Optimization exercise on an open flow, not production practice.
RTL: at most simulated, not proved equivalent.
Function not checked: run 6.
Clock network not from TritonCTS: runs 6 and 7.
The clock port is an ideal driver here.
Power: default activity.

--- flow/constraint.sdc ---
create_clock -name core_clock -period 12.5 [get_ports {clk100MHz}]
set_input_delay 2.5000 -clock core_clock [delete_from_list [all_inputs] [get_ports {clk100MHz}]]
set_output_delay 2.5000 -clock core_clock [all_outputs]
set_load 0.01 [all_outputs]
--- flow/flow/run.sh ---
#!/bin/bash
# Standard layout, logged.
bash standard.sh > standard.log 2>&1
--- flow/config.mk ---
export PLATFORM = sky130hd
export DESIGN_NAME = stopwatch
export DESIGN_NICKNAME = stopwatch
export VERILOG_FILES = /design/flow/design.v
export SDC_FILE = /design/flow/constraint.sdc
export NUM_CORES = 4
export LEC_CHECK = 0
export CAP_MARGIN = 20
export CORE_MARGIN = 2
export CORE_UTILIZATION = 40
export SLEW_MARGIN = 20
--- flow/standard.sh ---
#!/bin/bash
# synth_recipe.tcl (not shown) runs the flow's synth.tcl, then flattens the netlist and writes it again
# the make line also repeats each setting of config.mk as NAME=value (left out here)
make -C /OpenROAD-flow-scripts/flow DESIGN_CONFIG=/design/flow/config.mk WORK_HOME=/design/flow/orfs CLKGATE_MAP_FILE= SYNTH_SCRIPT=/design/flow/synth_recipe.tcl "${@:-finish}"
--- flow/design.v ---
`timescale 1ns/1ps
module bcd2sseg (
        input  wire  [3:0] bcd,
        output logic [6:0] sseg
    );
    wire a = bcd[3], b = bcd[2], c = bcd[1], d = bcd[0];
    wire seg_a = a | c | (b & d) | (~b & ~d);
    wire seg_b = ~b | (~c & ~d) | (c & d);
    wire seg_c = b | ~c | d;
    wire seg_d = a | (~b & ~d) | (~b & c) | (c & ~d) | (b & ~c & d);
    wire seg_e = (~b & ~d) | (c & ~d);
    wire seg_f = a | (~c & ~d) | (b & ~c) | (b & ~d);
    wire seg_g = a | (b & ~c) | (~b & c) | (c & ~d);
    assign sseg = ~{seg_g, seg_f, seg_e, seg_d, seg_c, seg_b, seg_a};
endmodule
`timescale 1ns / 1ps
module stopwatch
    (
        input  wire       clk100MHz,  
        input  wire       rst,        
        input  wire       start,      
        input  wire       stop,       
        input  wire [7:0] sw,         
        output wire [6:0] sseg_ca,    
        output wire [3:0] sseg_an,    
        output wire [9:0] LED         
    );
    logic [10:0] t;
    wire tick_disp  = &t[2:0];
    wire tick_count = t[5] & ~t[4] & ~t[3] & ~t[2] & t[1] & t[0];  
    always_ff @(posedge clk100MHz, posedge rst)
        if (rst) t <= 11'd4;
        else     t <= t + 11'd1;
    logic       running;
    logic [3:0] d0, d1, d2, d3;   
    logic [2:0] d4;               
    wire run_nxt = (start & ~stop) | (running & ~(stop & ~start));
    wire inc     = tick_count & run_nxt;
    wire c0 = inc & d0[3] & d0[0];
    wire c1 = c0  & d1[3] & d1[0];
    wire c2 = c1  & d2[3] & d2[0];
    wire c3 = c2  & d3[3] & d3[0];
    wire wrap = inc & d4[2] & d4[1] & (d3 == 4'd5) & (d2 == 4'd5) & (d1 == 4'd3) & (d0 == 4'd5);
    function automatic [3:0] dec_inc(input [3:0] d);
        dec_inc[0] = ~d[0];
        dec_inc[1] = d[1] ^ (d[0] & ~d[3]);
        dec_inc[2] = d[2] ^ (d[0] & d[1]);
        dec_inc[3] = (d[3] & ~d[0]) | (d[2] & d[1] & d[0]);
    endfunction
    always_ff @(posedge clk100MHz, posedge rst)
        if (rst) running <= 1'b0;
        else if (tick_count) running <= run_nxt;
    always_ff @(posedge clk100MHz, posedge rst)
        if (rst) begin
            d0 <= '0; d1 <= '0; d2 <= '0; d3 <= '0; d4 <= '0;
        end
        else if (wrap) begin
            d0 <= '0; d1 <= '0; d2 <= '0; d3 <= '0; d4 <= '0;
        end
        else begin
            if (inc) d0 <= dec_inc(d0);
            if (c0)  d1 <= dec_inc(d1);
            if (c1)  d2 <= dec_inc(d2);
            if (c2)  d3 <= dec_inc(d3);
            if (c3)  d4 <= d4 + 3'd1;
        end
    wire [1:0] pos = t[4:3];
    logic [3:0] digit;
    always_comb
        case (pos)
            2'd0: digit = d0;
            2'd1: digit = d1;
            2'd2: digit = d2;
            default: digit = d3;
        endcase
    bcd2sseg u_bcd2sseg (.bcd(digit), .sseg(sseg_ca));
    logic pwm_flag;
    always_ff @(posedge clk100MHz, posedge rst)
        if (rst) pwm_flag <= 1'b0;
        else if (tick_disp) pwm_flag <= (t[10:3] < sw);
    assign sseg_an[0] =  t[4] |  t[3] | pwm_flag;
    assign sseg_an[1] =  t[4] | ~t[3] | pwm_flag;
    assign sseg_an[2] = ~t[4] |  t[3] | pwm_flag;
    assign sseg_an[3] = ~t[4] | ~t[3] | pwm_flag;
    logic [12:0] minute_count;   
    logic [3:0]  step;           
    wire [13:0] minute_sum = {1'b0, minute_count} + {13'd0, tick_count};
    wire        minute_wrap = minute_sum[13];
    always_ff @(posedge clk100MHz, posedge rst)
        if (rst) begin
            minute_count <= 13'd2191;
            step         <= '0;
        end
        else begin
            minute_count <= minute_sum[12:0] | (minute_wrap ? 13'd2191 : 13'd0);
            if (minute_wrap) step <= step[3] ? 4'd0 : step + 4'd1;
        end
    assign LED[0] = step[3] | step[2] | step[1] | step[0];
    assign LED[1] = step[3] | step[2] | step[1];
    assign LED[2] = step[3] | step[2] | (step[1] & step[0]);
    assign LED[3] = step[3] | step[2];
    assign LED[4] = step[3] | (step[2] & (step[1] | step[0]));
    assign LED[5] = step[3] | (step[2] & step[1]);
    assign LED[6] = step[3] | (step[2] & step[1] & step[0]);
    assign LED[7] = step[3];
    assign LED[9:8] = 2'b00;
endmodule
==> impl_metrics.env, run 1 <==
export IMPL_status="no timing/DRC/antenna violations"
export IMPL_hold_viol_final=0
export IMPL_numPortBuffers=30
export IMPL_pin_count=33
export IMPL_cp_start_kind="flip-flop"
export IMPL_cts_root_buffer="clkbuf_8"
export IMPL_criticalPathCategory="flip-flop to output pin"
export IMPL_die_h_um=87.75
export IMPL_fmax_mhz=198.3
export IMPL_rsz0062_at_grt="false"
export IMPL_drt_total_wl_mm=5.180
export IMPL_grt_max_degree=50
export IMPL_synthTopCellsByCount="42 x dfrtp_1, 36 x nand2_1, 19 x inv_1"
export IMPL_cts_buffers=5
export IMPL_nFillCells=658
export IMPL_fin_tns_setup_ps=0
export IMPL_endpoint_kind="output pin"
export IMPL_crit_path_max_incr_delay_ps=660
export IMPL_fin_ws_ps=7456
export IMPL_ctsResizeCount=0
export IMPL_p_leak_nw=1.544
export IMPL_synth_cell_types=48
export IMPL_netlist_area_um2=2805
export IMPL_fin_nets=339
export IMPL_first_global_vias=1993
export IMPL_placed_cells=402
export IMPL_utilization_pct=47.86
export IMPL_required_ps=10000
export IMPL_hold_buffers=0
export IMPL_grt_overflow_total=0
export IMPL_cp_num_buf_inv=1
export IMPL_fin_cells=410
export IMPL_finalCritPeriodShare_pct=40.35
export IMPL_max_cap_violations=0
export IMPL_dp_hpwl_mm=3.612
export IMPL_yosys_warnings=1
export IMPL_crit_arrival_ps=2540
export IMPL_drt_iter0_markers=96
export IMPL_ir_drop_mv=0.03883
export IMPL_place_area_um2=3136
export IMPL_ant_nets=0
export IMPL_drive_above_1_share_pct=8.917
export IMPL_vias_per_cell=5.017
export IMPL_synthDominantCellAreaShare_pct=37.47
export IMPL_dpl_worst_slack_ps=7801
export IMPL_yosysTopAreaCell="dfrtp_1"
export IMPL_timing_rr_start="t[3]"
export IMPL_p_per_area_nw_per_um2=88.08
export IMPL_clk_pin_slew_ps=100
export IMPL_synth_ff_type="dfrtp_1"
export IMPL_crit_chain="mux4_2 > xor2_1 > nand2_1 > a21oi_1 > clkdlybuf4s50_1"
export IMPL_synthMostInstantiatedCell="dfrtp_1"
export IMPL_cts_max_level=2
export IMPL_area_growth_pct=15.92
export IMPL_finalClockSkew_ps=4.851
export IMPL_antenna_found_initial=0
export IMPL_hp_class="flip-flop to flip-flop"
export IMPL_via_count=2057
export IMPL_place_congestion=0.8420
export IMPL_coreArea_um2=6794
export IMPL_drv_slew=0
export IMPL_synth_area_top_cells="dfrtp_1 37%, dfstp_2 6.6%, ha_1 6.2%"
export IMPL_wire_per_inst_um=12.63
export IMPL_maxSlewHeadroom_pct=43.16
export IMPL_drtPass1Iterations=4
export IMPL_grt_use_total_pct=14.64
export IMPL_start_util_pct=41.29
export IMPL_ys_ff_latch=49
export IMPL_avgSynthCellArea_um2=9.640
export IMPL_tightest_slew_ps=851.7
export IMPL_synth_edff_count=0
export IMPL_fin_crit_ps=5044
export IMPL_cts_tree="done"
export IMPL_ctsLongestPathBuffers=2
export IMPL_slowest_stage="mux4_2"
export IMPL_cts_sinks=49
export IMPL_cts_setup_buffers=0
export IMPL_dieArea_um2=7699
export IMPL_grt_pass1_wl_mm=9.156
export IMPL_synthArstFlopShare_pct=100.0
export IMPL_min_delay_start="minute_count[8]"
export IMPL_setup_violations=0
export IMPL_synthCells=291
export IMPL_crit_start="t[3]"
export IMPL_insertion_delay_ps=300
export IMPL_stdcell_area_um2=3252
export IMPL_die_w_um=87.75
export IMPL_drc=0
export IMPL_crit_family="multiplexers"
export IMPL_diodes=0
export IMPL_yosysSeqAreaShare_pct=44.02
export IMPL_std_cell_rows=30
export IMPL_crit_path_max_fanout=12
worst register-to-register path, delay by kind of cell (launching register included):
kind | cells | cell delay, ps
DFF | 1 | 550
adders and majority gates | 1 | 170
and+or+nand+nor | 6 | 1750
AOI/OAI and AO/OA | 1 | 100
buffers and inverters | 1 | 110
worst paths after layout:
path | cells after the start | to | slack (ps)
max | 5 | sseg_ca[3] | 7460
min | 1 | minute_count[8] | 470
max reg2reg | 9 | step[0] | 9780
min reg2reg | 1 | minute_count[8] | 470
max in group asynchronous | 2 | running | 9340
min in group asynchronous | 2 | d4[1] | 2660
power breakdown:
group | leakage [nW] | switching [mW] | internal (mW)
clock | 0.0543 | 0.0574 | 0.0600
combinational | 0.863 | 0.00522 | 0.00460
sequential | 0.627 | 0.000363 | 0.159
total | 1.54 | 0.0629 | 0.223
flip-flops by register name (all words and copies together), names as in the netlist, 3 cells and up:
name and cells:
step 4, d0 4, d4 3, d2 4
d1 4, d3 4, minute_count 13, t 11
cell families (layout without fill, tap and decap cells):
kind of cell	after synthesis	in the layout	share of synthesized area, %
AO/OA/AOI/OAI	49	49	11.33
XOR/XNOR	24	24	7.493
adder cells (fa/ha/maj)	14	14	6.244
buffers and inverters	35	57	5.887
flip-flops	49	49	44.02
multiplexers	4	4	3.345
other	1	2	0.1337
AND/OR/NAND/NOR	115	115	21.54
final cells by class:
type                       instances  area, µm²  share of cell area (%)
multi-input combinational        208       1409                   43.32
clock inverter                     3      46.29                   1.424
timing repair buffer              30      300.3                   9.234
inverter                          19      72.57                   2.232
tap                               96      120.1                   3.694
sequential                        49       1235                   37.98
clock buffer                       5      68.82                   2.116
cells in the final DEF (no fill, tap or decap), types with 2 or more instances in the layout:
master / count
a21o_1: 9
a21oi_1: 7
a22o_1: 2
a2bb2oi_1: 2
a31oi_1: 3
and3_1: 9
and4_1: 4
clkbuf_8: 5
clkdlybuf4s50_1: 30
conb_1: 2
dfrtp_1: 42
dfstp_2: 7
ha_1: 14
inv_1: 18
mux4_2: 3
nand2_1: 36
nand2b_1: 6
nand3_1: 14
nand4_1: 7
nor2_1: 17
nor2b_1: 3
nor3_1: 3
o21ai_0: 17
o21ai_2: 2
or2_2: 3
or3_1: 3
or4_1: 2
xnor2_1: 17
xor2_1: 7
routing by layer:
layer	vias up	wire length, µm	GRT usage (%)
met1	971	2718	20.14
met4	0	46	3.357
met5	-	0	0
li1	1049	-	-
met2	33	2245	24.04
met3	4	169	2.828
metrics by stage:
| step | total power, mW | hold WS, ps |
|---|---|---|
| floorplan | 0.1677 | 438.4 |
| global placement | 0.1724 | 461.9 |
| detailed placement | 0.1725 | 456.2 |
| CTS | 0.2925 | 474.2 |
| global route | 0.2995 | 492.6 |
| finish | 0.2864 | 469.2 |
==> run 2, diff against run 1 <==
==> flow/run.sh (new file) <==
#!/bin/bash
# synth_recipe.tcl (not shown) runs the flow's synth.tcl, then flattens the netlist and writes it again
# the make line also repeats each setting of config.mk as NAME=value (left out here)
make -C /OpenROAD-flow-scripts/flow DESIGN_CONFIG=/design/flow/config.mk WORK_HOME=/design/flow/orfs CLKGATE_MAP_FILE= SYNTH_SCRIPT=/design/flow/synth_recipe.tcl finish
removed: flow/flow/run.sh
removed: flow/standard.sh
==> impl_metrics.env, run 2 <==
export IMPL_status="no timing/DRC/antenna violations"
export IMPL_maxSlewHeadroom_pct=43.16
export IMPL_synth_compound_area_share_pct=11.33
export IMPL_dp_hpwl_mm=3.612
export IMPL_crit_arrival_ps=2540
export IMPL_grt_max_degree=50
export IMPL_power_switching_mw=0.06295
export IMPL_first_global_vias=1993
export IMPL_die_w_um=87.75
export IMPL_internal_power_mw=0.2235
export IMPL_ctsResizeCount=0
export IMPL_drc=0
export IMPL_ctsLongestPathBuffers=2
export IMPL_ant_nets=0
export IMPL_nFillCells=658
export IMPL_muxShareOfSynthArea_pct=3.345
export IMPL_cts_buffers=5
export IMPL_synthTopCellsByCount="42 x dfrtp_1, 36 x nand2_1, 19 x inv_1"
export IMPL_synth_edff_count=0
export IMPL_diodes=0
export IMPL_via_count=2057
export IMPL_fin_tns_setup_ps=0
export IMPL_min_path_cells=1
export IMPL_cts_max_level=2
export IMPL_synth_ff_type="dfrtp_1"
export IMPL_start_util_pct=41.29
export IMPL_ys_ff_latch=49
export IMPL_synthCells=291
export IMPL_grt_use_total_pct=14.64
export IMPL_synthXorXnorAreaFrac_pct=7.493
export IMPL_dpl_worst_slack_ps=7801
export IMPL_required_ps=10000
export IMPL_netlist_area_um2=2805
export IMPL_numPortBuffers=30
export IMPL_tightest_slew_ps=851.7
export IMPL_clkPwrFrac_pct=41.0
export IMPL_max_cap_violations=0
export IMPL_place_congestion=0.8420
export IMPL_crit_path_max_fanout=12
export IMPL_rsz0062_at_grt="false"
export IMPL_fin_nets=339
export IMPL_r2r_cells=9
export IMPL_power_mw=0.2864
export IMPL_top_regs="minute_count x13, t x11"
export IMPL_cp_start_kind="flip-flop"
export IMPL_hold_viol_final=0
export IMPL_cts_root_buffer="clkbuf_8"
export IMPL_cts_sinks=49
export IMPL_seq_area_um2=1235
export IMPL_fin_crit_ps=5044
export IMPL_dieArea_um2=7699
export IMPL_insertion_delay_ps=300
export IMPL_wire_per_inst_um=12.63
export IMPL_fin_ws_ps=7456
export IMPL_finalCritPeriodShare_pct=40.35
export IMPL_std_cell_rows=30
export IMPL_antenna_found_initial=0
export IMPL_die_h_um=87.75
export IMPL_vias_per_cell=5.017
export IMPL_synthDominantCellAreaShare_pct=37.47
export IMPL_swShare_pct=21.98
export IMPL_coreArea_um2=6794
export IMPL_largest_reg_flops=13
export IMPL_yosysTopAreaCell="dfrtp_1"
export IMPL_synth_area_top_cells="dfrtp_1 37%, dfstp_2 6.6%, ha_1 6.2%"
export IMPL_drive_above_1_share_pct=8.917
export IMPL_cts_setup_buffers=0
export IMPL_clk_pin_slew_ps=100
export IMPL_p_leak_nw=1.544
export IMPL_holdWs_ps=469.2
export IMPL_setup_violations=0
export IMPL_p_per_area_nw_per_um2=88.08
export IMPL_synthMostInstantiatedCell="dfrtp_1"
export IMPL_seqPwrFrac_pct=55.6
export IMPL_synth_cell_types=48
export IMPL_fmax_mhz=198.3
export IMPL_avgSynthCellArea_um2=9.640
export IMPL_grt_pass1_wl_mm=9.156
export IMPL_pin_count=33
export IMPL_drv_slew=0
export IMPL_regMostFlops="minute_count"
export IMPL_endpoint_kind="output pin"
export IMPL_hold_buffers=0
export IMPL_final_common_cell="dfrtp_1"
export IMPL_area_growth_pct=15.92
export IMPL_synthArstFlopShare_pct=100.0
export IMPL_cts_tree="done"
export IMPL_synth_top_family_by_area="simple AND/OR/NAND/NOR gates"
export IMPL_ir_drop_mv=0.03883
export IMPL_comb_power_share_pct=3.4
export IMPL_synth_simple_area_share_pct=21.54
export IMPL_multi_input_area_um2=1409
export IMPL_synthAdderAreaFrac_pct=6.244
export IMPL_yosys_warnings=1
export IMPL_hp_class="flip-flop to flip-flop"
export IMPL_final_cell_mix="42 x dfrtp_1, 36 x nand2_1, 30 x clkdlybuf4s50_1, 18 x inv_1"
export IMPL_drt_iter0_markers=96
export IMPL_finalClockSkew_ps=4.851
export IMPL_yosysSeqAreaShare_pct=44.02
export IMPL_criticalPathCategory="flip-flop to output pin"
export IMPL_drtPass1Iterations=4
export IMPL_grt_overflow_total=0
export IMPL_drt_total_wl_mm=5.180
-- run 2: cell type report --
type	count	share of cell area, %
Clock buffer	5	2.116
Clock inverter	3	1.424
Inverter	19	2.232
Multi-Input combinational cell	208	43.32
Sequential cell	49	37.98
Tap cell	96	3.694
Timing Repair Buffer	30	9.234
-- run 2: cell families (layout without fill, tap and decap cells) --
family | count (synthesis) | after routing
AOI/OAI and AO/OA | 49 | 49
xor gates and xnor gates | 24 | 24
adders and majority gates | 14 | 14
buffers and inverters | 35 | 57
DFF | 49 | 49
muxes | 4 | 4
other | 1 | 2
and+or+nand+nor | 115 | 115
-- run 2: path summary, 6_finish.rpt --
kind,end,slack [ps],from
worst max-delay path,sseg_ca[3],7460,t[3]
worst max register to register,step[0],9780,t[3]
min in group asynchronous,d4[1],2660,rst
worst min-delay path,minute_count[8],470,minute_count[8]
max in group asynchronous,running,9340,rst
worst min register to register,minute_count[8],470,minute_count[8]
-- run 2: power groups by stage --
stage / clock [mW] / sequential, mW / combinational, mW
after global routing: 0.129 / 0.159 / 0.0116
after floorplan: 0 / 0.162 / 0.00554
after detailed placement: 0 / 0.162 / 0.0102
after CTS: 0.123 / 0.159 / 0.0103
after global placement: 0 / 0.162 / 0.0101
final: 0.117 / 0.159 / 0.00981
-- run 2: metal layers --
| metal | vias up | share of wire, % | GRT usage (%) |
|---|---|---|---|
| met1 | 971 | 52 | 20.14 |
| li1 | 1049 | - | - |
| met2 | 33 | 43 | 24.04 |
| met5 | - | 0 | 0 |
| met4 | 0 | 0.89 | 3.357 |
| met3 | 4 | 3.3 | 2.828 |
-- run 2: worst max-delay path, stage by stage, from the launching register on --
cell	delay, ps
dfrtp_1	640
mux4_2	660
xor2_1	180
nand2_1	80
a21oi_1	140
clkdlybuf4s50_1	540
-- run 2: per-stage QoR --
| step | std cells | util (%) | cell area [µm²] |
|---|---|---|---|
| 6_report | 410 | 47.86 | 3252 |
| 3_3_place_gp | 402 | 46.15 | 3136 |
| 4_1_cts | 410 | 47.85 | 3251 |
| 2_1_floorplan | 292 | - | 2809 |
| 3_5_place_dp | 402 | 46.15 | 3136 |
| 5_1_grt | 410 | 47.86 | 3252 |
==> run 3, diff against run 2 <==
==> flow/flow/run.sh (new file) <==
#!/bin/bash
# Standard ORFS layout with area-oriented changes:
#  - synthesis: the standard synthesis script, with an area-oriented ABC script
#  - port buffers: buf_1 instead of the default buffer
#  - CTS: clkbuf_4/clkbuf_8 tree, no dummy loads
#  - after CTS: downsize gates that have slack
set -euo pipefail
here=$(pwd)
rm -rf "$here/scripts_area"
cp -r "$FLOW_HOME/scripts" "$here/scripts_area"
cp "$here/flow/abc_area.script" "$here/scripts_area/abc_speed.script"
bash standard.sh synth SCRIPTS_DIR="$here/scripts_area" > "$here/synth.log" 2>&1
bash standard.sh finish \
  BUFFER_PORTS_ARGS="-buffer_cell sky130_fd_sc_hd__buf_1" \
  CTS_ARGS="-sink_clustering_enable -repair_clock_nets -buf_list {sky130_fd_sc_hd__clkbuf_4 sky130_fd_sc_hd__clkbuf_8} -dont_use_dummy_load" \
  POST_CTS_TCL="$here/flow/post_cts.tcl" > "$here/layout.log" 2>&1
==> flow/flow/abc_area.script (new file) <==
strash
balance
rewrite
refactor
balance
rewrite
rewrite -z
balance
refactor -z
rewrite -z
balance
dch -f
map -a
==> flow/flow/post_cts.tcl (new file) <==
# Downsize cells off the critical path (there is ample slack), then re-legalize.
estimate_parasitics -placement
repair_timing -recover_power 100 -verbose
detailed_placement
check_placement -verbose
==> flow/standard.sh (new file) <==
#!/bin/bash
# synth_recipe.tcl (not shown) runs the flow's synth.tcl, then flattens the netlist and writes it again
# the make line also repeats each setting of config.mk as NAME=value (left out here)
make -C /OpenROAD-flow-scripts/flow DESIGN_CONFIG=/design/flow/config.mk WORK_HOME=/design/flow/orfs CLKGATE_MAP_FILE= SYNTH_SCRIPT=/design/flow/synth_recipe.tcl "${@:-finish}"
removed: flow/run.sh
==> impl_metrics.env, run 3 <==
export IMPL_status="no timing/DRC/antenna violations"
export IMPL_power_switching_mw=0.05423
export IMPL_finalClockSkew_ps=20.33
export IMPL_avgSynthCellArea_um2=8.421
export IMPL_pin_count=33
export IMPL_internal_power_mw=0.1979
export IMPL_top_regs="minute_count x13, t x11"
export IMPL_slowest_stage="dfrtp_1"
export IMPL_yosysSeqAreaShare_pct=47.61
export IMPL_drv_slew=0
export IMPL_start_util_pct=41.08
export IMPL_die_h_um=84.53
export IMPL_ir_drop_mv=0.03833
export IMPL_wire_per_inst_um=12.33
export IMPL_drive_above_1_share_pct=5.263
export IMPL_synthCells=308
export IMPL_crit_arrival_ps=2390
export IMPL_crit_chain="clkinv_1 > nor2_1 > clkinv_1 > o221ai_1 > o21a_1 > clkinv_1 > a21oi_1 > a21oi_1 > nor3_1 > buf_1"
export IMPL_netlist_area_um2=2594
export IMPL_required_ps=10000
export IMPL_std_cell_rows=29
export IMPL_vias_per_cell=4.988
export IMPL_finalCritPeriodShare_pct=39.16
export IMPL_fin_crit_ps=4895
export IMPL_diodes=0
export IMPL_via_count=2090
export IMPL_reg2reg_to="d4[1]"
export IMPL_clk_pin_slew_ps=90
export IMPL_min_path_cells=1
export IMPL_synthTopCellsByCount="50 x clkinv_1, 42 x dfrtp_1, 41 x nor2_1"
export IMPL_endpoint_kind="output pin"
export IMPL_yosys_warnings=1
export IMPL_crit_path_max_incr_delay_ps=470
export IMPL_antenna_found_initial=0
export IMPL_cp_num_buf_inv=4
export IMPL_dieArea_um2=7144
export IMPL_swShare_pct=21.51
export IMPL_synth_top_family_by_area="simple AND/OR/NAND/NOR gates"
export IMPL_drt_iter0_markers=66
export IMPL_drtPass1Iterations=6
export IMPL_fin_cells=419
export IMPL_hold_viol_final=0
export IMPL_tightest_slew_ps=594.0
export IMPL_r2r_slack_ps=9290
export IMPL_grt_pass1_wl_mm=9.004
export IMPL_coreArea_um2=6314
export IMPL_synth_cell_types=28
export IMPL_numPortBuffers=30
export IMPL_final_cell_mix="49 x clkinv_1, 42 x dfrtp_1, 41 x nor2_1, 39 x nand2_1, 30 x buf_1"
export IMPL_synthXorXnorAreaFrac_pct=4.727
export IMPL_synthMostInstantiatedCell="clkinv_1"
export IMPL_cts_sinks=49
export IMPL_regMostFlops="minute_count"
export IMPL_first_global_vias=1954
export IMPL_timing_rr_start="t[4]"
export IMPL_crit_family="compound AO/OA/AOI/OAI gates"
export IMPL_grt_max_degree=50
export IMPL_largest_reg_flops=13
export IMPL_p_per_area_nw_per_um2=87.72
export IMPL_muxShareOfSynthArea_pct=0
export IMPL_min_delay_start="t[10]"
export IMPL_dp_hpwl_mm=3.898
export IMPL_comb_power_share_pct=3.4
export IMPL_drt_total_wl_mm=5.167
export IMPL_criticalPathCategory="flip-flop to output pin"
export IMPL_place_congestion=0.8386
export IMPL_synthAdderAreaFrac_pct=6.753
export IMPL_hp_class="flip-flop to flip-flop"
export IMPL_max_cap_violations=0
export IMPL_maxSlewHeadroom_pct=60.04
export IMPL_holdPathEnd="t[10]"
export IMPL_synthArstFlopShare_pct=100.0
export IMPL_insertion_delay_ps=300
export IMPL_clkPwrFrac_pct=33.6
export IMPL_seqPwrFrac_pct=63.1
export IMPL_drc=0
export IMPL_fin_tns_setup_ps=0
export IMPL_crit_path_max_fanout=7
export IMPL_synth_ff_type="dfrtp_1"
export IMPL_seq_area_um2=1235
export IMPL_cts_tree="done"
export IMPL_synth_compound_area_share_pct=13.36
export IMPL_power_mw=0.2521
export IMPL_fmax_mhz=204.3
export IMPL_area_growth_pct=10.81
export IMPL_fin_nets=370
export IMPL_crit_path_frequent_cell="clkinv_1"
export IMPL_crit_start="t[4]"
export IMPL_nFillCells=652
export IMPL_ys_ff_latch=49
export IMPL_grt_use_total_pct=15.46
export IMPL_cp_start_kind="flip-flop"
export IMPL_die_w_um=84.53
export IMPL_rsz0062_at_grt="false"
export IMPL_p_leak_nw=1.166
export IMPL_placed_cells=413
export IMPL_synth_simple_area_share_pct=19.30
export IMPL_r2r_cells=13
export IMPL_ant_nets=0
export IMPL_synth_edff_count=0
export IMPL_final_common_cell="clkinv_1"
export IMPL_grt_overflow_total=0
export IMPL_synthDominantCellAreaShare_pct=40.52
export IMPL_yosysTopAreaCell="dfrtp_1"
export IMPL_synth_area_top_cells="dfrtp_1 41%, clkinv_1 7.2%, dfstp_2 7.1%"
export IMPL_setup_violations=0
export IMPL_multi_input_area_um2=1152
## run 3: cell types whose count changed in the layout (fill, tap and decap cells not counted), moves of 4 or more
cell,before,now
o22ai_1,0,5
nand2b_1,6,0
and4_1,4,0
clkdlybuf4s50_1,30,0
inv_1,18,0
buf_1,0,30
nor2_1,17,41
a21o_1,9,0
and3_1,9,0
xnor2_1,17,7
nor3_1,3,11
o21ai_0,17,21
clkinv_1,0,49
a21oi_1,7,22
## run 3: cell type report
| cell class | instances | area share (%) |
|---|---|---|
| Inverter | 50 | 6.574 |
| Tap cell | 77 | 3.352 |
| Timing Repair Buffer | 31 | 4.615 |
| Multi-Input combinational cell | 207 | 40.10 |
| Sequential cell | 49 | 42.97 |
| Clock buffer | 5 | 2.394 |
## run 3: stage by stage
| step | area [µm²] | hold WS (ps) | setup WS, ps | utilization [%] |
|---|---|---|---|---|
| floorplan | 2597 | 448.7 | 8069 | - |
| global route | 2874 | 491.4 | 7403 | 45.52 |
| detailed placement | 2784 | 473.3 | 7647 | 44.09 |
| global placement | 2784 | 467.0 | 7721 | 44.09 |
| finish | 2874 | 476.4 | 7605 | 45.52 |
## run 3: power by group through the flow
stage	clock, mW	sequential, mW	combinational, mW
detailed placement	0	0.162	0.00813
global route	0.0947	0.159	0.0101
finish	0.0846	0.159	0.00846
global placement	0	0.162	0.00790
floorplan	0	0.162	0.00553
## run 3: how the worst max path moves through the flow
stage | to | slack [ps] | depth (start not counted)
2_1_floorplan | d4[1] | 8070 | 12
3_3_place_gp | d4[1] | 7720 | 13
3_5_place_dp | d4[1] | 7650 | 13
5_1_grt | sseg_ca[3] | 7400 | 10
6_report | sseg_ca[3] | 7610 | 10
## run 3: cells by family after synthesis
family | Yosys count
adders and majority gates | 14
DFF | 49
AOI/OAI and AO/OA | 61
xor gates and xnor gates | 14
other | 1
buffers and inverters | 53
and+or+nand+nor | 116
## run 3: per-layer routing
layer	track usage (%)	routed length (µm)	vias up
li1	-	-	1085
met1	22.03	2608	963
met2	24.19	2341	40
met3	2.950	176	2
met4	4.329	41	0
met5	0	0	-
==> run 4, diff against run 3 <==
==> flow/flow/run.sh (replaced) <==
#!/bin/bash
# Standard ORFS layout (the standard.sh) with area-oriented changes:
#  - synthesis: the standard synthesis script, with an area-oriented ABC
#    script (flow/abc_area.script) in place of the speed-oriented one
#  - port buffers: buf_1 instead of the default buffer
#  - CTS: small clock buffers, no dummy loads
#  - after CTS: downsize gates that have slack (flow/post_cts.tcl)
# Each tool's output goes to ORFS's logs plus synth.log / layout.log here.
set -euo pipefail
here=$(pwd)
CTS_BUFS="sky130_fd_sc_hd__clkbuf_16"
CTS_EXTRA="-sink_clustering_size 50 -sink_clustering_max_diameter 500"
rm -rf "$here/scripts_area"
cp -r "$FLOW_HOME/scripts" "$here/scripts_area"
cp "$here/flow/abc_area.script" "$here/scripts_area/abc_speed.script"
bash standard.sh synth SCRIPTS_DIR="$here/scripts_area" > "$here/synth.log" 2>&1
bash standard.sh finish \
  BUFFER_PORTS_ARGS="-buffer_cell sky130_fd_sc_hd__buf_1" \
  CTS_ARGS="-sink_clustering_enable -repair_clock_nets -buf_list {$CTS_BUFS} -dont_use_dummy_load $CTS_EXTRA" \
  POST_CTS_TCL="$here/flow/post_cts.tcl" > "$here/layout.log" 2>&1
==> flow/flow/abc_area.script (replaced) <==
strash
balance
rewrite
refactor
balance
rewrite
rewrite -z
balance
refactor -z
rewrite -z
balance
dc2
dch -f
map -a
==> impl_metrics.env, run 4 <==
export IMPL_insertion_delay_ps=290
export IMPL_ant_nets=0
export IMPL_hold_viol_final=0
export IMPL_synth_ff_type="dfrtp_1"
export IMPL_fin_crit_ps=5104
export IMPL_wire_per_inst_um=11.66
export IMPL_drive_above_1_share_pct=5.706
export IMPL_synthMostInstantiatedCell="clkinv_1"
export IMPL_synth_cell_types=27
export IMPL_yosysSeqAreaShare_pct=48.22
export IMPL_r2r_cells=14
export IMPL_grt_util_met2_pct=23.38
export IMPL_via_count=2017
export IMPL_multi_input_area_um2=1124
export IMPL_cts_tree="done"
export IMPL_dp_hpwl_mm=3.628
export IMPL_clk_pin_slew_ps=70
export IMPL_drtPass1Iterations=4
export IMPL_timing_rr_start="t[3]"
export IMPL_antenna_found_initial=0
export IMPL_grt_use_total_pct=14.29
export IMPL_required_ps=10000
export IMPL_start_util_pct=40.80
export IMPL_finalClockSkew_ps=15.49
export IMPL_fmax_mhz=195.9
export IMPL_nFillCells=620
export IMPL_endpoint_kind="output pin"
export IMPL_grt_overflow_total=0
export IMPL_fin_ws_ps=7396
export IMPL_yosys_warnings=1
export IMPL_grt_use_met3_pct=3.759
export IMPL_min_path_cells=1
export IMPL_top_regs="minute_count x13, t x11"
export IMPL_synth_area_top_cells="dfrtp_1 41%, clkinv_1 7.2%, dfstp_2 7.2%"
export IMPL_std_cell_rows=29
export IMPL_crit_arrival_ps=2600
export IMPL_final_cell_mix="48 x clkinv_1, 42 x dfrtp_1, 36 x nor2_1, 35 x nand2_1, 30 x buf_1"
export IMPL_globalRoute_busiestLayer="met2"
export IMPL_seq_area_um2=1235
export IMPL_dpl_worst_slack_ps=7669
export IMPL_vias_per_cell=4.920
export IMPL_synthCells=299
export IMPL_status="no timing/DRC/antenna violations"
export IMPL_yosysTopAreaCell="dfrtp_1"
export IMPL_slowest_stage="o21ai_0"
export IMPL_synthArstFlopShare_pct=100.0
export IMPL_maxSlewHeadroom_pct=47.06
export IMPL_grt_pass1_wl_mm=8.231
export IMPL_reg2reg_to="step[3]"
export IMPL_pin_count=33
export IMPL_place_congestion=0.8410
export IMPL_netlist_area_um2=2561
export IMPL_dieArea_um2=7059
export IMPL_p_per_area_nw_per_um2=99.93
export IMPL_place_area_um2=2751
export IMPL_first_global_vias=1853
export IMPL_tightest_slew_ps=788.0
export IMPL_crit_path_max_incr_delay_ps=510
export IMPL_synthDominantCellAreaShare_pct=41.04
export IMPL_synthTopCellsByCount="49 x clkinv_1, 42 x dfrtp_1, 36 x nor2_1"
export IMPL_grt_use_met1_pct=18.39
export IMPL_final_common_cell="clkinv_1"
export IMPL_regMostFlops="minute_count"
export IMPL_p_leak_nw=1.223
export IMPL_drt_total_wl_mm=4.781
export IMPL_ir_drop_mv=0.05637
export IMPL_fin_nets=361
export IMPL_crit_path_frequent_cell="clkinv_1"
export IMPL_drc=0
export IMPL_min_delay_start="t[10]"
export IMPL_die_w_um=84.02
export IMPL_largest_reg_flops=13
export IMPL_grt_max_degree=50
export IMPL_coreArea_um2=6277
export IMPL_area_growth_pct=13.14
export IMPL_die_h_um=84.02
export IMPL_rsz0062_at_grt="false"
export IMPL_crit_path_max_fanout=8
export IMPL_ys_ff_latch=49
export IMPL_r2r_slack_ps=8590
export IMPL_setup_violations=0
export IMPL_crit_family="compound AO/OA/AOI/OAI gates"
export IMPL_stdcell_area_um2=2898
export IMPL_numPortBuffers=30
export IMPL_avgSynthCellArea_um2=8.566
export IMPL_finalCritPeriodShare_pct=40.84
export IMPL_criticalPathCategory="flip-flop to output pin"
export IMPL_hp_class="flip-flop to flip-flop"
export IMPL_holdPathEnd="t[10]"
export IMPL_fin_tns_setup_ps=0
export IMPL_drt_iter0_markers=131
export IMPL_utilization_pct=46.16
export IMPL_crit_chain="clkinv_1 > nor2_1 > clkinv_1 > o21ai_0 > clkinv_1 > o21ai_0 > nor3_1 > buf_1"
export IMPL_synth_edff_count=0
export IMPL_cts_sinks=49
export IMPL_cp_num_buf_inv=4
export IMPL_drv_slew=0
export IMPL_max_cap_violations=0
export IMPL_power_mw=0.2896
export IMPL_diodes=0
export IMPL_cp_start_kind="flip-flop"
## run 4: cell types whose count changed after synthesis, sizes merged, moves of 2 or more
cell,previous run,this run
nor2,41,36
nand2,39,35
nand4,5,2
o21a,2,5
a31oi,3,1
and3,1,3
o21bai,2,0
o221ai,2,0
xnor2,7,5
xor2,7,9
## run 4: area by class of cell
class | count | area share [%]
clock buffer | 5 | 4.318
timing repair buffer | 31 | 4.577
inverter | 49 | 6.390
sequential | 49 | 42.62
tap | 77 | 3.325
multi-input combinational | 199 | 38.77
## run 4: power by group
group	internal (mW)	switching (mW)	total, mW
Sequential	0.159	0.000327	0.159
Combinational	0.00292	0.00541	0.00833
Clock	0.0707	0.0511	0.122
Total	0.233	0.0569	0.290
## run 4: through the flow
stage                     cells  hold slack, ps
after global placement      404           464.5
after global routing        410           488.9
after floorplan             300           448.7
final                       410           477.3
after detailed placement    404           472.9
## run 4: worst max-delay path by stage
stage | startpoint | to | slack, ps | depth (start not counted)
after floorplan | t[3] | sseg_ca[3] | 8100 | 8
after global placement | start | d4[0] | 7810 | 14
after detailed placement | start | d4[0] | 7670 | 14
after global routing | t[3] | sseg_ca[3] | 7100 | 9
final | t[3] | sseg_ca[3] | 7400 | 8
## run 4: cell families after synthesis
family | share of synthesized area [%]
AOI/OAI and AO/OA | 13.63
and+or+nand+nor | 18.32
other | 0.1464
xor gates and xnor gates | 4.788
adders and majority gates | 6.839
buffers and inverters | 8.061
DFF | 48.22
## run 4: metal layers
metal | wire [µm] | vias to the layer above | part of all wire (%)
met1 | 2301 | 910 | 48
met4 | 75 | 0 | 1.6
met5 | 0 | - | 0
met3 | 225 | 7 | 4.7
met2 | 2179 | 41 | 46
li1 | - | 1059 | -
==> run 5, diff against run 4 <==
==> flow/flow/run.sh (replaced) <==
#!/bin/bash
# Standard ORFS layout (the standard.sh) with area-oriented changes:
#  - synthesis: the standard synthesis script, with an area-oriented ABC
#    script (flow/abc_area.script) in place of the speed-oriented one, and
#    without the half/full-adder extraction (ADDER_MAP_FILE empty), so that
#    ABC maps all the logic (register names and types are unchanged)
#  - port buffers: buf_1 instead of the default buffer
#  - CTS: small clock buffers, no dummy loads
#  - after CTS: downsize gates that have slack (flow/post_cts.tcl)
# Each tool's output goes to ORFS's logs plus synth.log / layout.log here.
set -euo pipefail
here=$(pwd)
CTS_BUFS="sky130_fd_sc_hd__clkbuf_8"
CTS_EXTRA=""
rm -rf "$here/scripts_area"
cp -r "$FLOW_HOME/scripts" "$here/scripts_area"
cp "$here/flow/abc_area.script" "$here/scripts_area/abc_speed.script"
bash standard.sh synth SCRIPTS_DIR="$here/scripts_area" ADDER_MAP_FILE= > "$here/synth.log" 2>&1
bash standard.sh finish \
  BUFFER_PORTS_ARGS="-buffer_cell sky130_fd_sc_hd__buf_1" \
  CTS_ARGS="-sink_clustering_enable -repair_clock_nets -buf_list {$CTS_BUFS} -dont_use_dummy_load $CTS_EXTRA" \
  POST_CTS_TCL="$here/flow/post_cts.tcl" > "$here/layout.log" 2>&1
==> flow/flow/abc_area.script (replaced) <==
strash
balance
rewrite
refactor
balance
rewrite
rewrite -z
balance
refactor -z
rewrite -z
balance
dc2
&get -n
&dch -f
&nf -p -R 1000
&put
==> impl_metrics.env, run 5 <==
export IMPL_status="no timing/DRC/antenna violations"
export IMPL_muxShareOfSynthArea_pct=3.783
export IMPL_largest_reg_flops=13
export IMPL_hold_viol_final=0
export IMPL_rsz0062_at_grt="false"
export IMPL_fin_tns_setup_ps=0
export IMPL_p_per_area_nw_per_um2=94.98
export IMPL_final_cell_mix="42 x dfrtp_1, 30 x buf_1, 26 x a21oi_1, 23 x nor2_1, 15 x clkinv_1"
export IMPL_std_cell_rows=28
export IMPL_synthMostInstantiatedCell="dfrtp_1"
export IMPL_fmax_mhz=210.0
export IMPL_synth_edff_count=0
export IMPL_stdcell_area_um2=2659
export IMPL_drtPass1Iterations=4
export IMPL_ys_ff_latch=49
export IMPL_fin_crit_ps=4761
export IMPL_yosys_warnings=1
export IMPL_place_congestion=0.7666
export IMPL_via_count=1799
export IMPL_cp_start_kind="flip-flop"
export IMPL_synthDominantCellAreaShare_pct=44.14
export IMPL_wire_per_inst_um=12.67
export IMPL_yosysTopAreaCell="dfrtp_1"
export IMPL_synthCells=238
export IMPL_area_growth_pct=11.67
export IMPL_dp_hpwl_mm=3.131
export IMPL_numPortBuffers=30
export IMPL_p_leak_nw=1.153
export IMPL_coreArea_um2=5851
export IMPL_synth_area_top_cells="dfrtp_1 44%, dfstp_2 7.7%, a21oi_1 5.5%"
export IMPL_top_regs="minute_count x13, t x11"
export IMPL_grt_use_total_pct=14.74
export IMPL_diodes=0
export IMPL_final_common_cell="dfrtp_1"
export IMPL_synth_ff_type="dfrtp_1"
export IMPL_synthTopCellsByCount="42 x dfrtp_1, 26 x a21oi_1, 23 x nor2_1"
export IMPL_cts_sinks=49
export IMPL_fin_nets=286
export IMPL_drv_slew=0
export IMPL_start_util_pct=40.70
export IMPL_insertion_delay_ps=300
export IMPL_crit_arrival_ps=2260
export IMPL_criticalPathCategory="flip-flop to output pin"
export IMPL_synth_top_family_by_area="simple AND/OR/NAND/NOR gates"
export IMPL_holdWs_ps=467.4
export IMPL_hp_class="flip-flop to flip-flop"
export IMPL_maxSlewHeadroom_pct=61.69
export IMPL_vias_per_cell=5.184
export IMPL_required_ps=10000
export IMPL_netlist_area_um2=2381
export IMPL_dieArea_um2=6585
export IMPL_drc=0
export IMPL_drt_total_wl_mm=4.398
export IMPL_synth_cell_types=37
export IMPL_tightest_slew_ps=573.4
export IMPL_grt_overflow_total=0
export IMPL_finalClockSkew_ps=12.51
export IMPL_place_area_um2=2569
export IMPL_synth_compound_area_share_pct=14.71
export IMPL_grt_max_degree=50
export IMPL_finalCritPeriodShare_pct=38.09
export IMPL_placed_cells=341
export IMPL_yosysSeqAreaShare_pct=51.87
export IMPL_synthArstFlopShare_pct=100.0
export IMPL_utilization_pct=45.44
export IMPL_regMostFlops="minute_count"
export IMPL_crit_path_max_fanout=12
export IMPL_antenna_found_initial=0
export IMPL_endpoint_kind="output pin"
export IMPL_die_w_um=81.15
export IMPL_setup_violations=0
export IMPL_avgSynthCellArea_um2=10.00
export IMPL_synth_simple_area_share_pct=20.13
export IMPL_cts_tree="done"
export IMPL_synthAdderAreaFrac_pct=0
export IMPL_ir_drop_mv=0.06504
export IMPL_drive_above_1_share_pct=6.250
export IMPL_grt_pass1_wl_mm=7.403
export IMPL_fin_cells=347
export IMPL_die_h_um=81.15
export IMPL_clk_pin_slew_ps=80
export IMPL_max_cap_violations=0
export IMPL_ant_nets=0
export IMPL_drt_iter0_markers=112
export IMPL_pin_count=33
export IMPL_first_global_vias=1579
export IMPL_synthXorXnorAreaFrac_pct=5.885
export IMPL_nFillCells=553
run 5: cell count changes in the layout (fill, tap and decap cells not counted), moves of 4 or more:
cell,previous run,this run
and3_1,0,8
clkinv_1,48,15
nor2b_1,0,10
xnor2_1,5,12
clkbuf_8,0,5
o22ai_1,6,2
nand2_1,35,8
a21o_1,0,8
xor2_1,9,4
mux4_2,0,4
ha_1,14,0
nor2_1,36,23
o21ai_0,22,10
clkbuf_16,5,0
run 5: power breakdown:
part | internal (mW) | switching [mW] | total, mW
Clock | 0.0362 | 0.0474 | 0.0836
Sequential | 0.159 | 0.00112 | 0.160
Combinational | 0.00293 | 0.00548 | 0.00841
Total | 0.198 | 0.0540 | 0.253
run 5: path summary, 6_finish.rpt:
path | start | slack [ps] | depth (start not counted) | endpoint
setup reg to reg | t[3] | 9000 | 12 | step[3]
max in group asynchronous | rst | 9910 | 3 | minute_count[7]
setup / recovery | t[3] | 7740 | 6 | sseg_ca[3]
hold reg to reg | minute_count[5] | 470 | 1 | minute_count[5]
hold / removal | minute_count[5] | 470 | 1 | minute_count[5]
min in group asynchronous | rst | 2080 | 2 | t[7]
run 5: cell families (layout without fill, tap and decap cells):
logic type      Yosys count  in the layout
simple gates             90             90
compound gates           59             59
flops                    49             49
buf+inv                  19             52
xor+xnor                 16             16
mux                       4              4
other cells               1              2
run 5: worst max-delay path, stage by stage (launching register included):
cell and delay (ps):
dfrtp_1 660, mux4_2 660, nor2b_1 170, nor2_1 90, a21oi_1 60, nor3_1 160, buf_1 170
run 5: area by class of cell:
type	count	area [µm²]	area share, %
Multi-Input combinational cell	171	1067	40.14
Sequential cell	49	1235	46.45
Tap cell	75	93.84	3.529
Inverter	16	61.31	2.306
Clock buffer	5	68.82	2.588
Timing Repair Buffer	31	132.6	4.988
run 5: stage by stage:
step	total power, mW	setup WS [ps]
2_1_floorplan	0.1689	8021
3_3_place_gp	0.1714	7680
3_5_place_dp	0.1716	7574
5_1_grt	0.2645	7593
6_report	0.2525	7739
run 5: per-layer routing:
metal / track usage [%] / wire length (µm) / vias to the layer above
li1: - / - / 914
met1: 20.10 / 2017 / 843
met2: 22.73 / 2112 / 34
met3: 3.222 / 171 / 8
met4: 6.271 / 96 / 0
met5: 0 / 0 / -
==> run 6, diff against run 5 <==
--- a/flow/design.v
+++ b/flow/design.v
@@ -27,9 +27,11 @@
     );
     logic [10:0] t;
+    logic [10:0] t_q;            
+    assign t = t_q ^ 11'd4;
     wire tick_disp  = &t[2:0];
     wire tick_count = t[5] & ~t[4] & ~t[3] & ~t[2] & t[1] & t[0];  
     always_ff @(posedge clk100MHz, posedge rst)
-        if (rst) t <= 11'd4;
-        else     t <= t + 11'd1;
+        if (rst) t_q <= 11'd0;
+        else     t_q <= (t + 11'd1) ^ 11'd4;
     logic       running;
     logic [3:0] d0, d1, d2, d3;   
@@ -84,4 +86,6 @@
     assign sseg_an[3] = ~t[4] | ~t[3] | pwm_flag;
     logic [12:0] minute_count;   
+    logic [12:0] minute_q;       
+    assign minute_count = minute_q ^ 13'd2191;
     logic [3:0]  step;           
     wire [13:0] minute_sum = {1'b0, minute_count} + {13'd0, tick_count};
@@ -89,9 +93,9 @@
     always_ff @(posedge clk100MHz, posedge rst)
         if (rst) begin
-            minute_count <= 13'd2191;
+            minute_q     <= 13'd0;
             step         <= '0;
         end
         else begin
-            minute_count <= minute_sum[12:0] | (minute_wrap ? 13'd2191 : 13'd0);
+            minute_q     <= (minute_sum[12:0] | (minute_wrap ? 13'd2191 : 13'd0)) ^ 13'd2191;
             if (minute_wrap) step <= step[3] ? 4'd0 : step + 4'd1;
         end
--- a/flow/flow/run.sh
+++ b/flow/flow/run.sh
@@ -6,6 +6,8 @@
 #    ABC maps all the logic (register names and types are unchanged)
 #  - port buffers: buf_1 instead of the default buffer
-#  - CTS: small clock buffers, no dummy loads
-#  - after CTS: downsize gates that have slack (flow/post_cts.tcl)
+#  - CTS: no dummy loads; after CTS (flow/post_cts.tcl) the clock tree is
+#    rebuilt as one level of clock buffers driven by the clock port
+#    (flow/recluster.tcl), the reset inverter is sized to drive all the
+#    reset pins, and gates with slack are downsized
 # Each tool's output goes to ORFS's logs plus synth.log / layout.log here.
 set -euo pipefail
==> flow/flow/post_cts.tcl (replaced) <==
# After CTS (sourced by ORFS's cts.tcl as POST_CTS_TCL).
source [file join [file dirname [info script]] recluster.tcl]

# 1. Clock: one level of clock buffers driven by the clock port, in place of
#    CTS's root buffer plus leaf buffers.
recluster_clock clk100MHz 4 sky130_fd_sc_hd__clkbuf_8

# 2. The inverter that drives the flip-flops' active-low reset pins gets a
#    size that drives them all within the slew limit, so that no buffer is
#    added to that net later.
set block [ord::get_db_block]
foreach inst [$block getInsts] {
  set m [[$inst getMaster] getName]
  if { ![string match "sky130_fd_sc_hd__*inv_*" $m] } { continue }
  set onet [[$inst findITerm Y] getNet]
  if { $onet eq "NULL" } { continue }
  set n 0
  foreach it [$onet getITerms] {
    set p [[$it getMTerm] getName]
    if { $p eq "RESET_B" || $p eq "SET_B" } { incr n }
  }
  if { $n >= 16 } {
    puts "post_cts: [$inst getName] ($m) drives $n reset pins, sized to inv_4"
    replace_cell [get_cells [$inst getName]] sky130_fd_sc_hd__inv_4
  }
}

detailed_placement
check_placement -verbose
estimate_parasitics -placement
repair_timing -recover_power 100
detailed_placement
check_placement -verbose
estimate_parasitics -placement
report_clock_skew
report_check_types -max_slew -max_capacitance -violators
==> flow/flow/recluster.tcl (new file) <==
# Rebuild the clock network that CTS made as K clock buffers, each driven
# directly by the clock port and each driving one cluster of the clock sinks
# (clusters from k-means on the sink locations). All the clock sinks see one
# buffer level, as in the CTS tree.
proc recluster_clock { port_name k buf_master } {
  set block [ord::get_db_block]
  set port_net [$block findNet $port_name]
  # collect the CTS buffers (transitively) and the sinks
  set bufs {}
  set sinks {}
  set todo [list $port_net]
  while { [llength $todo] > 0 } {
    set net [lindex $todo 0]
    set todo [lrange $todo 1 end]
    foreach it [$net getITerms] {
      if { ![$it isInputSignal] && [$it getIoType] ne "INPUT" } { continue }
      set inst [$it getInst]
      set m [[$inst getMaster] getName]
      if { [string match "sky130_fd_sc_hd__clkbuf_*" $m] } {
        lappend bufs $inst
        lappend todo [[$inst findITerm X] getNet]
      } else {
        lappend sinks $it
      }
    }
  }
  # sink locations
  set pts {}
  foreach s $sinks {
    set bb [[$s getInst] getBBox]
    lappend pts [list [expr {([$bb xMin] + [$bb xMax]) / 2}] [expr {([$bb yMin] + [$bb yMax]) / 2}]]
  }
  set n [llength $pts]
  # k-means, seeded with points spread along the sorted x order
  set order [lsort -integer -index 0 [lmap p $pts {lindex $p 0}]]
  set cents {}
  for { set c 0 } { $c < $k } { incr c } {
    set idx [expr {int(($c + 0.5) * $n / $k)}]
    set ys [lsort -integer [lmap p $pts {lindex $p 1}]]
    lappend cents [list [lindex [lsort -integer [lmap p $pts {lindex $p 0}]] $idx] [lindex $ys [expr {$n / 2}]]]
  }
  set assign {}
  for { set iter 0 } { $iter < 50 } { incr iter } {
    set assign {}
    foreach p $pts {
      set best 0; set bd 1e30
      for { set c 0 } { $c < $k } { incr c } {
        set dx [expr {[lindex $p 0] - [lindex $cents $c 0]}]
        set dy [expr {[lindex $p 1] - [lindex $cents $c 1]}]
        set d [expr {double($dx) * $dx + double($dy) * $dy}]
        if { $d < $bd } { set bd $d; set best $c }
      }
      lappend assign $best
    }
    set newc {}
    for { set c 0 } { $c < $k } { incr c } {
      set sx 0; set sy 0; set m 0
      foreach p $pts a $assign {
        if { $a == $c } { incr sx [lindex $p 0]; incr sy [lindex $p 1]; incr m }
      }
      if { $m > 0 } { lappend newc [list [expr {$sx / $m}] [expr {$sy / $m}]] } else { lappend newc [lindex $cents $c] }
    }
    set cents $newc
  }
  # remove the CTS buffers and their nets
  foreach b $bufs {
    set onet [[$b findITerm X] getNet]
    foreach it [$onet getITerms] { $it disconnect }
    [$b findITerm A] disconnect
    odb::dbInst_destroy $b
    odb::dbNet_destroy $onet
  }
  # new buffers
  set master [[ord::get_db] findMaster $buf_master]
  for { set c 0 } { $c < $k } { incr c } {
    set inst [odb::dbInst_create $block $master "clkbuf_cl_${c}_${port_name}"]
    set net [odb::dbNet_create $block "clknet_cl_${c}_${port_name}"]
    $net setSigType CLOCK
    [$inst findITerm A] connect $port_net
    [$inst findITerm X] connect $net
    set cnt 0
    foreach s $sinks a $assign {
      if { $a == $c } { $s connect $net; incr cnt }
    }
    $inst setLocation [lindex $cents $c 0] [lindex $cents $c 1]
    $inst setPlacementStatus PLACED
    puts "recluster_clock: $buf_master clkbuf_cl_${c}_${port_name} drives $cnt sinks"
  }
}
==> impl_metrics.env, run 6 <==
export IMPL_stdcell_area_um2=2619
export IMPL_drt_iter0_markers=61
export IMPL_endpoint_kind="flip-flop"
export IMPL_start_util_pct=41.95
export IMPL_regMostFlops="minute_q"
export IMPL_insertion_delay_ps=150
export IMPL_p_leak_nw=1.101
export IMPL_p_per_area_nw_per_um2=89.63
export IMPL_final_cell_mix="49 x dfrtp_1, 35 x nor2_1, 30 x buf_1, 25 x a21oi_1, 14 x clkinv_1"
export IMPL_multi_input_area_um2=1051
export IMPL_fin_nets=289
export IMPL_largest_reg_flops=13
export IMPL_antenna_found_initial=0
export IMPL_utilization_pct=46.70
export IMPL_dp_hpwl_mm=3.091
export IMPL_fin_crit_ps=4685
export IMPL_crit_arrival_ps=4690
export IMPL_cts_sinks=49
export IMPL_netlist_area_um2=2352
export IMPL_diodes=0
export IMPL_drc=0
export IMPL_tightest_slew_ps=532.4
export IMPL_die_h_um=80.69
export IMPL_seq_area_um2=1226
export IMPL_power_switching_mw=0.04346
export IMPL_crit_path_max_fanout=8
export IMPL_grt_pass1_wl_mm=7.541
export IMPL_fin_ws_ps=7815
export IMPL_yosysTopAreaCell="dfrtp_1"
export IMPL_wire_per_inst_um=12.53
export IMPL_synthArstFlopShare_pct=100.0
export IMPL_drive_above_1_share_pct=3.636
export IMPL_hold_viol_final=0
export IMPL_die_w_um=80.69
export IMPL_grt_use_total_pct=15.13
export IMPL_slowest_stage="and2_0"
export IMPL_drv_slew=0
export IMPL_nFillCells=554
export IMPL_internal_power_mw=0.1912
export IMPL_vias_per_cell=4.988
export IMPL_synthTopCellsByCount="49 x dfrtp_1, 35 x nor2_1, 25 x a21oi_1"
export IMPL_final_common_cell="dfrtp_1"
export IMPL_hp_class="flip-flop to flip-flop"
export IMPL_yosys_warnings=1
export IMPL_clkPwrFrac_pct=28.4
export IMPL_swShare_pct=18.52
export IMPL_synth_cell_types=35
export IMPL_power_mw=0.2347
export IMPL_seqPwrFrac_pct=68.3
export IMPL_std_cell_rows=27
export IMPL_synthDominantCellAreaShare_pct=52.13
export IMPL_numPortBuffers=30
export IMPL_drt_total_wl_mm=4.347
export IMPL_pin_count=33
export IMPL_synthCells=241
export IMPL_finalClockSkew_ps=30.51
export IMPL_synthMostInstantiatedCell="dfrtp_1"
export IMPL_dieArea_um2=6510
export IMPL_ys_ff_latch=49
export IMPL_status="no timing/DRC/antenna violations"
export IMPL_synth_edff_count=0
export IMPL_required_ps=12510
export IMPL_coreArea_um2=5608
export IMPL_drtPass1Iterations=4
export IMPL_ir_drop_mv=0.05840
export IMPL_grt_max_degree=50
export IMPL_first_global_vias=1625
export IMPL_place_congestion=0.7572
export IMPL_ant_nets=0
export IMPL_synth_ff_type="dfrtp_1"
export IMPL_comb_power_share_pct=3.3
export IMPL_fmax_mhz=213.4
export IMPL_area_growth_pct=11.33
export IMPL_criticalPathCategory="primary input to flip-flop"
export IMPL_dpl_worst_slack_ps=7685
export IMPL_setup_violations=0
export IMPL_fin_tns_setup_ps=0
export IMPL_maxSlewHeadroom_pct=64.23
export IMPL_crit_chain="buf_1 > nor2_1 > nor2_1 > a21oi_1 > nor2_1 > and2_0 > and3_1 > and3_1 > and3_1 > and3_1 > and3_1 > nor3_1"
export IMPL_synth_area_top_cells="dfrtp_1 52%, nor2_1 5.6%, a21oi_1 5.3%"
export IMPL_yosysSeqAreaShare_pct=52.13
export IMPL_finalCritPeriodShare_pct=37.48
export IMPL_grt_overflow_total=0
export IMPL_crit_path_max_incr_delay_ps=310
export IMPL_avgSynthCellArea_um2=9.760
export IMPL_cp_start_kind="primary input"
export IMPL_max_cap_violations=0
export IMPL_place_area_um2=2544
export IMPL_clk_pin_slew_ps=90
export IMPL_crit_path_frequent_cell="and3_1"
export IMPL_via_count=1731
export IMPL_rsz0062_at_grt="false"
export IMPL_top_regs="minute_q x13, t_q x11"
run 6: layout make-up:
type / count / area share [%]
Sequential cell: 49 / 46.82
Multi-Input combinational cell: 175 / 40.13
Timing Repair Buffer: 32 / 5.208
Tap cell: 72 / 3.440
Inverter: 15 / 2.293
Buffer: 4 / 2.102
run 6: stage by stage:
| step | cells | hold WS [ps] |
|---|---|---|
| 5_1_grt | 347 | 491.6 |
| 2_1_floorplan | 242 | 438.7 |
| 6_report | 347 | 469.0 |
| 3_5_place_dp | 342 | 455.3 |
| 3_3_place_gp | 342 | 451.9 |
run 6: layer usage:
metal,wire length [µm],track usage (%),vias to the layer above
li1,-,-,900
met1,2224,21.02,786
met2,1879,23.33,43
met3,205,4.494,2
met4,37,3.559,0
met5,0,0,-
run 6: final timing paths:
check / from / endpoint / slack, ps / cells past startpoint
setup / recovery: start / d4[2] / 7810 / 12
hold / removal: t_q[1] / t_q[1] / 470 / 1
setup reg to reg: t_q[3] / step[3] / 8960 / 13
hold reg to reg: t_q[1] / t_q[1] / 470 / 1
max in group asynchronous: rst / d2[1] / 9650 / 3
min in group asynchronous: rst / step[1] / 2330 / 2
run 6: logic make-up (layout without fill, tap and decap cells):
kind of cell	after synthesis	count (layout)	share of synthesized area, %
and+or+nand+nor	103	103	21.70
DFF	49	49	52.13
AOI/OAI and AO/OA	48	48	12.07
buffers and inverters	18	51	3.351
xor gates and xnor gates	17	17	6.330
muxes	4	4	3.830
adders and majority gates	1	1	0.4255
other	1	2	0.1594
run 6: worst max-delay path: cells and delay by family:
family,cells,cell delay [ps]
simple gates,10,2050
buf+inv,1,90
compound gates,1,50
run 6: power groups by stage:
stage | Combinational, mW | Clock, mW | Sequential, mW
6_report | 0.00785 | 0.0667 | 0.160
5_1_grt | 0.00927 | 0.0750 | 0.160
3_5_place_dp | 0.00731 | 0 | 0.163
3_3_place_gp | 0.00731 | 0 | 0.163
2_1_floorplan | 0.00509 | 0 | 0.163
==> run 7, diff against run 6 <==
--- a/flow/design.v
+++ b/flow/design.v
@@ -43,5 +43,6 @@
     wire c2 = c1  & d2[3] & d2[0];
     wire c3 = c2  & d3[3] & d3[0];
-    wire wrap = inc & d4[2] & d4[1] & (d3 == 4'd5) & (d2 == 4'd5) & (d1 == 4'd3) & (d0 == 4'd5);
+    wire wrap = inc & d4[2] & d4[1] & d3[2] & d3[0] & d2[2] & d2[0]
+                    & d1[1] & d1[0] & d0[2] & d0[0];
     function automatic [3:0] dec_inc(input [3:0] d);
         dec_inc[0] = ~d[0];
--- a/flow/flow/post_cts.tcl
+++ b/flow/flow/post_cts.tcl
@@ -4,7 +4,12 @@
 # 1. Clock: one level of clock buffers driven by the clock port, in place of
 #    CTS's root buffer plus leaf buffers.
-recluster_clock clk100MHz 4 sky130_fd_sc_hd__clkbuf_8
+recluster_clock_sized clk100MHz {sky130_fd_sc_hd__clkbuf_4 sky130_fd_sc_hd__clkbuf_8 sky130_fd_sc_hd__clkbuf_16} 0.110
+detailed_placement
+estimate_parasitics -placement
 
-# 2. The inverter that drives the flip-flops' active-low reset pins gets a
+# 2. Downsize gates that have slack.
+repair_timing -recover_power 100
+
+# 3. The inverter that drives the flip-flops' active-low reset pins gets a
 #    size that drives them all within the slew limit, so that no buffer is
 #    added to that net later.
@@ -29,8 +34,4 @@
 check_placement -verbose
 estimate_parasitics -placement
-repair_timing -recover_power 100
-detailed_placement
-check_placement -verbose
-estimate_parasitics -placement
 report_clock_skew
 report_check_types -max_slew -max_capacitance -violators
--- a/flow/flow/recluster.tcl
+++ b/flow/flow/recluster.tcl
@@ -88,2 +88,46 @@
   }
 }
+
+# Largest clock-pin slew among the sinks driven by buffer instance $inst.
+proc cluster_worst_slew { inst } {
+  set net [[$inst findITerm X] getNet]
+  set w 0
+  foreach it [$net getITerms] {
+    if { [$it getInst] == $inst } { continue }
+    set pin [get_pins "[[$it getInst] getName]/[[$it getMTerm] getName]"]
+    set s [get_property $pin slew_max]
+    if { $s > $w } { set w $s }
+  }
+  return $w
+}
+
+# Try K = 1..4 clusters; size each cluster's buffer as the smallest of
+# $masters that keeps its sinks' clock slew at most $target (ns); keep the
+# K with the least buffer area.
+proc recluster_clock_sized { port_name masters target } {
+  set block [ord::get_db_block]
+  set best_k 0; set best_area 1e30; set best_sizes {}
+  for { set k 1 } { $k <= 4 } { incr k } {
+    recluster_clock $port_name $k [lindex $masters 0]
+    set area 0; set sizes {}; set ok 1
+    for { set c 0 } { $c < $k } { incr c } {
+      set inst [$block findInst "clkbuf_cl_${c}_${port_name}"]
+      set chosen ""
+      foreach m $masters {
+        replace_cell [get_cells [$inst getName]] $m
+        estimate_parasitics -placement
+        if { [cluster_worst_slew $inst] <= $target } { set chosen $m; break }
+      }
+      if { $chosen eq "" } { set ok 0; break }
+      lappend sizes $chosen
+      set area [expr {$area + [[[ord::get_db] findMaster $chosen] getWidth] * [[[ord::get_db] findMaster $chosen] getHeight]}]
+    }
+    puts "recluster_clock_sized: k=$k ok=$ok sizes=$sizes area=$area"
+    if { $ok && $area < $best_area } { set best_k $k; set best_area $area; set best_sizes $sizes }
+  }
+  recluster_clock $port_name $best_k [lindex $masters 0]
+  for { set c 0 } { $c < $best_k } { incr c } {
+    replace_cell [get_cells "clkbuf_cl_${c}_${port_name}"] [lindex $best_sizes $c]
+  }
+  puts "recluster_clock_sized: chose k=$best_k sizes=$best_sizes"
+}
--- a/flow/config.mk
+++ b/flow/config.mk
@@ -8,4 +8,5 @@
 export CAP_MARGIN = 20
 export CORE_MARGIN = 2
-export CORE_UTILIZATION = 40
+export CORE_UTILIZATION = 60
+export PLACE_DENSITY = 0.75
 export SLEW_MARGIN = 20
==> impl_metrics.env, run 7 <==
export IMPL_drtPass1Iterations=4
export IMPL_placed_cells=314
export IMPL_drive_above_1_share_pct=2.612
export IMPL_drc=0
export IMPL_endpoint_kind="flip-flop"
export IMPL_top_regs="minute_q x13, t_q x11"
export IMPL_yosysTopAreaCell="dfrtp_1"
export IMPL_cp_start_kind="primary input"
export IMPL_power_switching_mw=0.04431
export IMPL_grt_use_total_pct=21.80
export IMPL_final_cell_mix="49 x dfrtp_1, 35 x nor2_1, 30 x buf_1, 29 x a21oi_1, 14 x clkinv_1"
export IMPL_ir_drop_mv=0.1093
export IMPL_holdWs_ps=470.2
export IMPL_multi_input_area_um2=1049
export IMPL_ys_ff_latch=49
export IMPL_nFillCells=304
export IMPL_utilization_pct=68.79
export IMPL_seq_area_um2=1226
export IMPL_reg2reg_to="step[3]"
export IMPL_crit_path_max_fanout=9
export IMPL_synth_ff_type="dfrtp_1"
export IMPL_setup_violations=0
export IMPL_slowest_stage="and3_1"
export IMPL_clk_pin_slew_ps=90
export IMPL_max_cap_violations=0
export IMPL_tightest_slew_ps=622.8
export IMPL_swShare_pct=18.83
export IMPL_insertion_delay_ps=150
export IMPL_fin_cells=316
export IMPL_drt_total_wl_mm=4.218
export IMPL_synth_edff_count=0
export IMPL_rsz0062_at_grt="false"
export IMPL_grt_pass1_wl_mm=7.500
export IMPL_stdcell_area_um2=2556
export IMPL_finalCritPeriodShare_pct=38.29
export IMPL_criticalPathCategory="primary input to flip-flop"
export IMPL_r2r_slack_ps=8960
export IMPL_crit_path_frequent_cell="and3_1"
export IMPL_netlist_area_um2=2350
export IMPL_grt_max_degree=50
export IMPL_status="no timing/DRC/antenna violations"
export IMPL_crit_chain="buf_1 > nor2_1 > nor2_1 > a21oi_1 > nor2_1 > and2_0 > and3_1 > and3_1 > and3_1 > and3_1 > and3_1 > nor3_1"
export IMPL_dieArea_um2=4433
export IMPL_largest_reg_flops=13
export IMPL_cp_num_buf_inv=1
export IMPL_p_leak_nw=1.087
export IMPL_fin_ws_ps=7714
export IMPL_yosysSeqAreaShare_pct=52.18
export IMPL_diodes=0
export IMPL_area_growth_pct=8.786
export IMPL_std_cell_rows=22
export IMPL_crit_family="simple AND/OR/NAND/NOR gates"
export IMPL_required_ps=12520
export IMPL_dp_hpwl_mm=2.951
export IMPL_first_global_vias=1678
export IMPL_yosys_warnings=1
export IMPL_numPortBuffers=30
export IMPL_final_common_cell="dfrtp_1"
export IMPL_clkPwrFrac_pct=28.8
export IMPL_avgSynthCellArea_um2=9.873
export IMPL_synthDominantCellAreaShare_pct=52.18
export IMPL_synthTopCellsByCount="49 x dfrtp_1, 35 x nor2_1, 29 x a21oi_1"
export IMPL_ant_nets=0
export IMPL_crit_path_max_incr_delay_ps=380
export IMPL_seqPwrFrac_pct=68.1
export IMPL_via_count=1771
export IMPL_wire_per_inst_um=13.35
export IMPL_fin_nets=282
export IMPL_cts_sinks=49
export IMPL_fmax_mhz=208.9
export IMPL_maxSlewHeadroom_pct=58.48
export IMPL_finalClockSkew_ps=2.674
export IMPL_r2r_cells=13
export IMPL_grt_overflow_total=0
export IMPL_place_congestion=0.7892
export IMPL_regMostFlops="minute_q"
export IMPL_synthMostInstantiatedCell="dfrtp_1"
export IMPL_pin_count=33
export IMPL_synth_area_top_cells="dfrtp_1 52%, a21oi_1 6.2%, nor2_1 5.6%"
export IMPL_crit_arrival_ps=4800
export IMPL_synthArstFlopShare_pct=100.0
export IMPL_place_area_um2=2504
export IMPL_hold_viol_final=0
export IMPL_min_delay_start="t_q[1]"
export IMPL_timing_rr_start="t_q[3]"
export IMPL_die_h_um=66.58
export IMPL_dpl_worst_slack_ps=7596
export IMPL_synth_cell_types=33
export IMPL_comb_power_share_pct=3.1
export IMPL_vias_per_cell=5.604
export IMPL_synthCells=238
export IMPL_drv_slew=0
export IMPL_coreArea_um2=3716
export IMPL_p_per_area_nw_per_um2=92.05
export IMPL_fin_tns_setup_ps=0
export IMPL_start_util_pct=63.23
export IMPL_internal_power_mw=0.1910
export IMPL_drt_iter0_markers=135
export IMPL_fin_crit_ps=4786
export IMPL_hp_class="flip-flop to flip-flop"
export IMPL_min_path_cells=1
export IMPL_holdPathEnd="t_q[1]"
export IMPL_die_w_um=66.58
export IMPL_antenna_found_initial=0
export IMPL_power_mw=0.2353
==> run 7: cell types whose count changed after synthesis, sizes merged, moves of 3 or more <==
cell    change
o21ai       -4
nand2       -4
a21oi       +4
xnor2       -3
a311oi      +3
==> run 7: power groups by stage <==
stage	clock [mW]	sequential [mW]	combinational, mW
floorplan	0	0.163	0.00540
global placement	0	0.163	0.00734
detailed placement	0	0.163	0.00742
global route	0.0747	0.160	0.00864
finish	0.0678	0.160	0.00727
==> run 7: final cells by class <==
class	count	share of cell area (%)
Inverter	15	2.301
Sequential cell	49	47.97
Tap cell	48	2.349
Timing Repair Buffer	30	4.405
Buffer	2	1.958
Multi-Input combinational cell	172	41.02
==> run 7: how the worst max path moves through the flow <==
stage | from | end | slack, ps | cells past startpoint
3_5_place_dp | start | d4[2] | 7600 | 12
3_3_place_gp | start | d4[2] | 7670 | 12
6_report | start | d4[2] | 7710 | 12
5_1_grt | start | d4[2] | 7480 | 12
2_1_floorplan | start | d4[2] | 8000 | 11
==> run 7: worst reg2reg max path: cells and delay by family (launching register included) <==
kind	cells	cell delay, ps
XOR/XNOR	1	180
flip-flops	1	580
AND/OR/NAND/NOR	12	2650
==> run 7: routing by layer <==
layer,global-route usage [%],wire [µm],up-vias,share of wire [%]
met2,38.13,2098,38,50
li1,-,-,889,-
met3,3.378,143,10,3.4
met1,28.46,1903,834,45
met5,0,0,-,0
met4,5.357,73,0,1.7
==> run 7: logic make-up (layout without fill, tap and decap cells) <==
family | count (synthesis) | in the layout | synth area share (%)
mux | 5 | 5 | 4.313
xor+xnor | 14 | 14 | 5.218
other cells | 1 | 2 | 0.1596
compound gates | 50 | 50 | 12.78
buf+inv | 18 | 47 | 3.354
fa+ha+maj | 3 | 3 | 1.278
flops | 49 | 49 | 52.18
simple gates | 98 | 98 | 20.71
